Context: an optimization exercise on an open-source flow, tuned for a short achievable clock period and few clock cycles per item. The choices shown serve that exercise and are no tape-out recipe. In this exercise RTL edits were held to simulation tests only and were not proved equivalent to the original. Power is estimated from default activity; no workload was simulated.

// mips_core
module mips_core(
	input clk,
	input rst,
	output [31:0] imem_addr,
	input  [31:0] imem_data,
	output [31:0] dmem_addr,
	output [31:0] dmem_wdata,
	output dmem_we,
	output dmem_re,
	input  [31:0] dmem_rdata,
	output wb_en,
	output [4:0] wb_dest,
	output [31:0] wb_data
);
export LEC_CHECK = 0
export ABC_CLOCK_PERIOD_IN_PS = 3000
export CAP_MARGIN = 20
export CORE_MARGIN = 2
export CORE_UTILIZATION = 40
export CTS_CLUSTER_DIAMETER = 80
export CTS_CLUSTER_SIZE = 30
export SLEW_MARGIN = 20
create_clock -name core_clock -period 10.5 [get_ports {clk}]
standard.sh (not shown) runs the stock make flow with config.mk's settings and CLKGATE_MAP_FILE= SYNTH_SCRIPT=/design/flow/synth_recipe.tcl, a recipe that flattens the netlist after the stock synthesis.
==> flow/flow/run.sh <==
#!/bin/bash
set -o pipefail
bash standard.sh SETUP_SLACK_MARGIN=7.3 finish > standard.log 2>&1
Testbench counts at the start, summed over its fixed seeds: cycles 15,790, instrs 14,330.
Next try:
--- a/flow/design.v
+++ b/flow/design.v
@@ -20,25 +20,24 @@
 	reg [31:0] d_rs_oh, d_rt_oh;    
 	reg        d_btb;               
 	reg [15:0] d_btb_imm;           
 	reg [29:0] d_btb_tag;           
 	reg [31:0] pc_out;              
 	localparam NB = 4;
 	reg [NB-1:0] bt_valid;
 	reg [29:0]   bt_tag [0:NB-1];
 	reg [29:0]   bt_tgt [0:NB-1];
 	reg [15:0]   bt_imm [0:NB-1];
 	reg [1:0]    bt_ptr;
 	reg        e_wb, e_ld, e_st, e_bez, e_bne, e_pred, e_cti, e_jmp;
-	reg        e_off0;              
 	reg [4:0]  e_dest;
 	reg [31:0] e_a, e_b, e_bn, e_s;
 	reg [31:0] e_alt;
 	reg [29:0] e_pcw;               
 	reg [29:0] e_tgtw;              
 	reg [15:0] e_imm;
 	reg        e_add, e_sub, e_and, e_or, e_nor, e_xor, e_sll, e_sra, e_srl;
 	reg        m_wb, m_ld, m_st;
 	reg [4:0]  m_dest;
 	reg [31:0] m_res, m_sdata;
 	reg        w_en;
 	reg [4:0]  w_dest;
@@ -107,25 +106,25 @@
 	prefix_add add_u(.a(a), .b(b),    .cin(1'b0), .s(r_add));
 	prefix_add sub_u(.a(a), .b(e_bn), .cin(1'b1), .s(r_sub));
 	wire big = |b[31:5];
 	wire [31:0] r_sll = big ? 32'd0 : (a << b[4:0]);
 	wire [31:0] r_srl = big ? 32'd0 : (a >> b[4:0]);
 	wire [31:0] r_sra = big ? {32{a[31]}} : $signed($signed(a) >>> b[4:0]);
 	wire [31:0] alu = ({32{e_add}} & r_add) | ({32{e_sub}} & r_sub) |
 	                  ({32{e_and}} & (a & b)) | ({32{e_or}} & (a | b)) |
 	                  ({32{e_nor}} & ~(a | b)) | ({32{e_xor}} & (a ^ b)) |
 	                  ({32{e_sll}} & r_sll) | ({32{e_sra}} & r_sra) |
 	                  ({32{e_srl}} & r_srl);
 	wire taken = (e_bez & (a == 32'd0)) | (e_bne & (a != e_s));
-	wire mispredict = (e_bez | e_bne) & (taken != e_pred) & ~e_off0;
+	wire mispredict = (e_bez | e_bne) & (taken != e_pred);
 	reg [NB-1:0] f_hit_v;
 	reg [31:0]   f_hit_tgt;
 	reg [15:0]   f_hit_imm;
 	reg [29:0]   f_hit_tag;
 	integer bi;
 	always @(*) begin
 		f_hit_tgt = 32'd0;
 		f_hit_imm = 16'd0;
 		f_hit_tag = 30'd0;
 		for (bi = 0; bi < NB; bi = bi + 1) begin
 			f_hit_v[bi] = bt_valid[bi] & (bt_tag[bi][7:0] == pc_f[9:2]);
 			f_hit_tgt = f_hit_tgt | ({32{f_hit_v[bi]}} & {bt_tgt[bi], 2'b00});
@@ -240,25 +239,24 @@
 		end else begin
 			e_wb <= d_go & writes;
 			e_ld <= d_go & is_ld;
 			e_st <= d_go & is_st;
 			e_bez <= d_go & is_bez;
 			e_bne <= d_go & is_bne;
 			e_cti <= d_go & (is_jmp | is_bez | is_bne);
 		end
 	end
 	always @(posedge clk) begin
 		e_dest <= dest;
 		e_pred <= pred_taken;
-		e_off0 <= d_instr[15:0] == 16'd0;
 		e_alt <= pred_taken ? d_pc4 : target;
 		e_pcw <= d_pc;
 		e_tgtw <= target[31:2];
 		e_imm <= d_instr[15:0];
 		e_jmp <= is_jmp;
 		e_a <= fwd_rs ? alu : rs_val;
 		e_b <= is_imm ? imm : fwd_rt ? alu : rt_val;
 		e_bn <= is_imm ? ~imm : fwd_rt ? ~alu : ~rt_val;
 		e_s <= fwd_rt ? alu : rt_val;
 		e_add <= is_add | is_addi | is_ld | is_st;
 		e_sub <= is_sub | is_subi;
 		e_and <= is_and;
@@ -276,52 +274,41 @@
 			m_st <= 1'b0;
 		end else begin
 			m_wb <= e_wb;
 			m_ld <= e_ld;
 			m_st <= e_st;
 		end
 	end
 	always @(posedge clk) begin
 		m_dest <= e_dest;
 		m_res <= alu;
 		m_sdata <= e_s;
 	end
-	reg        o_we, o_re, o_wb_en;
-	reg [31:0] o_addr, o_wb_data;
-	reg [4:0]  o_wb_dest;
-	always @(posedge clk) begin
-		o_we <= ~rst & e_st;
-		o_re <= ~rst & e_ld;
-		o_addr <= rst ? 32'd0 : alu;
-		o_wb_en <= ~rst & m_wb;
-		o_wb_dest <= rst ? 5'd0 : m_dest;
-		o_wb_data <= rst ? 32'd0 : (m_ld ? dmem_rdata : m_res);
-	end
-	assign dmem_addr = o_addr;
+	assign dmem_addr = m_res;
 	assign dmem_wdata = m_sdata;
-	assign dmem_we = o_we;
-	assign dmem_re = o_re;
+	assign dmem_we = m_st;
+	assign dmem_re = m_ld;
 	always @(posedge clk, posedge rst) begin
 		if (rst)
 			w_en <= 1'b0;
 		else
 			w_en <= m_wb;
 	end
 	always @(posedge clk) begin
 		w_dest <= m_dest;
 		w_data <= m_ld ? dmem_rdata : m_res;
 	end
-	assign wb_en = o_wb_en;
-	assign wb_dest = o_wb_dest;
-	assign wb_data = o_wb_data;
+	assign wb_en = w_en;
+	assign wb_dest = w_dest;
+	assign wb_data = w_data;
 	assign rfv[0] = 32'd0;
 	genvar gi;
 	generate
 		for (gi = 1; gi < 32; gi = gi + 1) begin : regs
 			reg written;
 			reg [31:0] q;
 			always @(posedge clk, posedge rst) begin
 				if (rst)
 					written <= 1'b0;
 				else if (w_en & (w_dest == gi))
 					written <= 1'b1;
 			end
After rerunning:
- critical path depth rose by 1
- wire length climbs by 0.53%
- total power grows by 0.57%
- sequential power goes down by about 4%
- design area shrinks by 0.59%
- utilization increases by 0.78 points
- via count is about the same
- setup slack degrades by 0.15 ns
- sequential share of layout area shrinks by 0.87 points
- first-iteration DRC count climbs by 4.5%
- final cell count goes down by 0.91%
- die area went down by 2.2%
- area after synthesis falls by 2.2%
Testbench counts after the change, summed over its fixed seeds: cycles 15,844, instrs 14,330.

port drivers added, routing unchanged:
The flow's constraints put no driver on any port. The routed layouts listed below were extracted and timed again, unchanged, in two steps.
Step 1 (the two cells are an assumption about what drives the block):
set clk [get_ports {clk}]
set_driving_cell -lib_cell sky130_fd_sc_hd__clkbuf_16 $clk
set_driving_cell -lib_cell sky130_fd_sc_hd__buf_2 [delete_from_list [all_inputs] $clk]
Step 2 adds t to the input delays and takes it off the output delays; t is the mean of the earliest and latest rising clock arrival at the registers after step 1. Input paths then give back, and output paths get back, about the clock's delay inside the block.
a / b / c = ideal / step 1 / step 2; a / b = the first two.
run | t, ns | slack for setup (ns) | worst setup path at the end | slew at the worst register clock pin (ns)
the first run | 0.907 | 6.991 / 6.906 / 6.445 | input to register | 0.12 / 0.12
the second run | 0.926 | 6.844 / 6.748 / 6.500 | input to register | 0.12 / 0.12
After both steps every run listed still meets setup and hold. For the first run, which loses most, drivers alone change the setup slack by -0.085 ns; drivers and shift together by -0.546 ns.
